Background: an optimization exercise with open tools, aiming at small area. Do not read the settings as production practice.
In this exercise RTL edits were held to simulation tests only and were not proved equivalent to the original.
No activity file was given, so power comes from the tool's default toggle rates.

==> v26: inputs <==
// sobel
module sobel
#(
parameter U_COL = 128,
parameter U_ROW = 16,
parameter value = 120
)
(
	input clk,
	input rst_n,
	input cmos_frame_vsync,
	input cmos_frame_hsync,
	input cmos_frame_valid,
	input [15:0]cmos_frame_data,
	output sobel_vsync,
	output sobel_hsync,
	output sobel_de,
	output [15:0] sobel_data
);
wire [7:0] y;
rgb_to_ycbcr u0_rgb_to_ycbcr (
	.rgb565 (cmos_frame_data),
	.o_y_8b (y)
);
reg [6:0] de_r, hs_r, vs_r;
always @(posedge clk or negedge rst_n)
	if(!rst_n) begin
		de_r <= 7'd0;
		hs_r <= 7'd0;
		vs_r <= 7'd0;
	end
	else begin
		de_r <= {de_r[5:0], cmos_frame_valid};
		hs_r <= {hs_r[5:0], cmos_frame_hsync};
		vs_r <= {vs_r[5:0], cmos_frame_vsync};
	end
wire [7:0] ta_n, tb_n, tc, ua_n, uc, ra, rb, rc;
wire       col0;
matrix_3x3 u_matrix_3x3 (
	.clk   (clk),
	.rst_n (rst_n),
	.valid (de_r[0]),
	.din   (y),
	.col0  (col0),
	.ta_n(ta_n), .tb_n(tb_n), .tc(tc),
	.ua_n(ua_n), .uc(uc),
	.ra(ra), .rb(rb), .rc(rc)
);
wire [8:0] dx, d1, e1, e2;
rca #(8) u_dx (.a(uc), .b(ua_n), .ci(1'b1), .s(dx));
rca #(8) u_d1 (.a(rb), .b(tb_n), .ci(1'b1), .s(d1));
rca #(8) u_e1 (.a(rc), .b(col0 ? ~tc : ta_n), .ci(1'b1), .s(e1));
rca #(8) u_e2 (.a(ra), .b(~tc), .ci(1'b1), .s(e2));
wire [9:0] w1, w2;
rca #(9) u_w1 (.a(d1), .b(dx),  .ci(1'b0), .s(w1));
rca #(9) u_w2 (.a(d1), .b(~dx), .ci(1'b0), .s(w2));
wire [10:0] p, q;
rca #(10) u_p (.a(w1), .b({1'b0, e1}), .ci(1'b0), .s(p));
  ...
Settings: LEC_CHECK=0, CAP_MARGIN=20, CORE_MARGIN=2, CORE_UTILIZATION=60, CTS_BUF_LIST=sky130_fd_sc_hd__clkbuf_16, CTS_CLUSTER_DIAMETER=100, CTS_CLUSTER_SIZE=30, SLEW_MARGIN=20; clock period 8.0 ns.
standard.sh (not shown) runs the stock make flow with config.mk's settings and CLKGATE_MAP_FILE= SYNTH_SCRIPT=/design/flow/synth_recipe.tcl, a recipe that flattens the netlist after the stock synthesis.
==> flow/flow/run.sh <==
#!/bin/bash
# The standard layout, with three changes:
#  - after the standard synthesis, flow/fa_polarity.py picks the polarity of
#    each full-adder cell so that fewer inverters are needed between them
#    (registers and every other cell are left as synthesis made them);
#  - the clock tree is built without dummy loads, from clkbuf_16 cells
#    driving clusters of up to 32 flip-flops;
#  - the port buffers are the smallest buffer cell.
set -euo pipefail
export CTS_ARGS="-sink_clustering_enable -repair_clock_nets -sink_clustering_size 12 -sink_clustering_max_diameter 50 -buf_list sky130_fd_sc_hd__clkbuf_4 -dont_use_dummy_load"
export BUFFER_PORTS_ARGS="-buffer_cell sky130_fd_sc_hd__buf_1"
R=orfs/results/${FLOW_PLATFORM}/sobel/base
bash standard.sh synth > synth_make.log 2>&1
cp $R/1_2_yosys.v yosys_standard.v
python3 flow/fa_polarity.py yosys_standard.v $R/1_2_yosys.v > fa_polarity.log 2>&1
rm -f $R/1_synth.odb $R/1_synth.sdc
bash standard.sh > layout_make.log 2>&1
Other scripts of this flow, unchanged in this note and not shown: flow/flow/fa_polarity.py
==> inputs of v38, as changes to v26 <==
--- a/flow/flow/run.sh
+++ b/flow/flow/run.sh
@@ -5,7 +5,7 @@
 #    (registers and every other cell are left as synthesis made them);
-#  - the clock tree is built without dummy loads, from clkbuf_16 cells
-#    driving clusters of up to 32 flip-flops;
+#  - the clock tree is built without dummy loads, from clkbuf_8 cells
+#    driving clusters of up to 20 flip-flops;
 #  - the port buffers are the smallest buffer cell.
 set -euo pipefail
-export CTS_ARGS="-sink_clustering_enable -repair_clock_nets -sink_clustering_size 12 -sink_clustering_max_diameter 50 -buf_list sky130_fd_sc_hd__clkbuf_4 -dont_use_dummy_load"
+export CTS_ARGS="-sink_clustering_enable -repair_clock_nets -sink_clustering_size 20 -sink_clustering_max_diameter 80 -buf_list sky130_fd_sc_hd__clkbuf_8 -dont_use_dummy_load"
 export BUFFER_PORTS_ARGS="-buffer_cell sky130_fd_sc_hd__buf_1"
--- a/flow/config.mk
+++ b/flow/config.mk
@@ -9,3 +9,3 @@
 export CORE_MARGIN = 2
-export CORE_UTILIZATION = 60
+export CORE_UTILIZATION = 70
 export CTS_BUF_LIST = sky130_fd_sc_hd__clkbuf_16
==> inputs of v3, as changes to v26 <==
--- a/flow/flow/run.sh
+++ b/flow/flow/run.sh
@@ -5,7 +5,7 @@
 #    (registers and every other cell are left as synthesis made them);
-#  - the clock tree is built without dummy loads, from clkbuf_16 cells
-#    driving clusters of up to 32 flip-flops;
+#  - the clock tree is built without dummy loads, from clkbuf_8 cells
+#    driving clusters of up to 20 flip-flops;
 #  - the port buffers are the smallest buffer cell.
 set -euo pipefail
-export CTS_ARGS="-sink_clustering_enable -repair_clock_nets -sink_clustering_size 12 -sink_clustering_max_diameter 50 -buf_list sky130_fd_sc_hd__clkbuf_4 -dont_use_dummy_load"
+export CTS_ARGS="-sink_clustering_enable -repair_clock_nets -sink_clustering_size 20 -sink_clustering_max_diameter 80 -buf_list sky130_fd_sc_hd__clkbuf_8 -dont_use_dummy_load"
 export BUFFER_PORTS_ARGS="-buffer_cell sky130_fd_sc_hd__buf_1"
--- a/flow/config.mk
+++ b/flow/config.mk
@@ -9,3 +9,3 @@
 export CORE_MARGIN = 2
-export CORE_UTILIZATION = 60
+export CORE_UTILIZATION = 80
 export CTS_BUF_LIST = sky130_fd_sc_hd__clkbuf_16
==> inputs of v24, as changes to v26 <==
--- a/flow/flow/run.sh
+++ b/flow/flow/run.sh
@@ -9,3 +9,3 @@
 set -euo pipefail
-export CTS_ARGS="-sink_clustering_enable -repair_clock_nets -sink_clustering_size 12 -sink_clustering_max_diameter 50 -buf_list sky130_fd_sc_hd__clkbuf_4 -dont_use_dummy_load"
+export CTS_ARGS="-sink_clustering_enable -repair_clock_nets -sink_clustering_size 11 -sink_clustering_max_diameter 45 -buf_list sky130_fd_sc_hd__clkbuf_4 -dont_use_dummy_load"
 export BUFFER_PORTS_ARGS="-buffer_cell sky130_fd_sc_hd__buf_1"
==> comparison <==
v38 completed with no timing, DRC or antenna violations. v26 finished clean. v24 went through all stages and came out clean. v3 ended with an error in 3_5_place_dp.
In v38 the hold slack is better than in v26, by 22 ps.
The highest global-route usage belongs to v38, the lowest to v26.
Sequential power is about the same in v26 and v24.
Synthesized cell count is the same in v24 and v26.
Against v24, the register-to-register slack of v26 is higher by 40 ps.
Against v26, the routed wire length of v24 is larger by 0.37%.
In v38 the sequential share of layout area is higher than in v24, by 0.47 points.

[static timing again, ports no longer ideal]
In the flow no input, the clock included, has a driving cell. The finished layouts below were timed again as built, in two steps.
Step 1 sets driving cells, clkbuf_16 on the clock port and buf_2 on the other inputs (assumed; they add their load-dependent delay and slew).
Step 2, shift: input delay + t, output delay - t, t = (earliest + latest rising clock arrival at the registers) / 2. This alone moves slack from input paths to output paths.
Three values: no drivers, after step 1, after step 2; two values: the first two.
run | t (ns) | setup WS [ns] | hold WS [ns] | worst register clock-pin slew, ns
v26 | 1.089 | 0.671 / 0.671 / 0.671 | 0.294 / 0.294 / 0.294 | 0.12 / 0.12
v38 | 0.819 | 0.635 / 0.635 / 0.635 | 0.317 / 0.317 / 0.317 | 0.12 / 0.12
v24 | 1.099 | 0.630 / 0.630 / 0.630 | 0.274 / 0.274 / 0.274 | 0.12 / 0.12
After both steps every run listed still meets setup and hold.
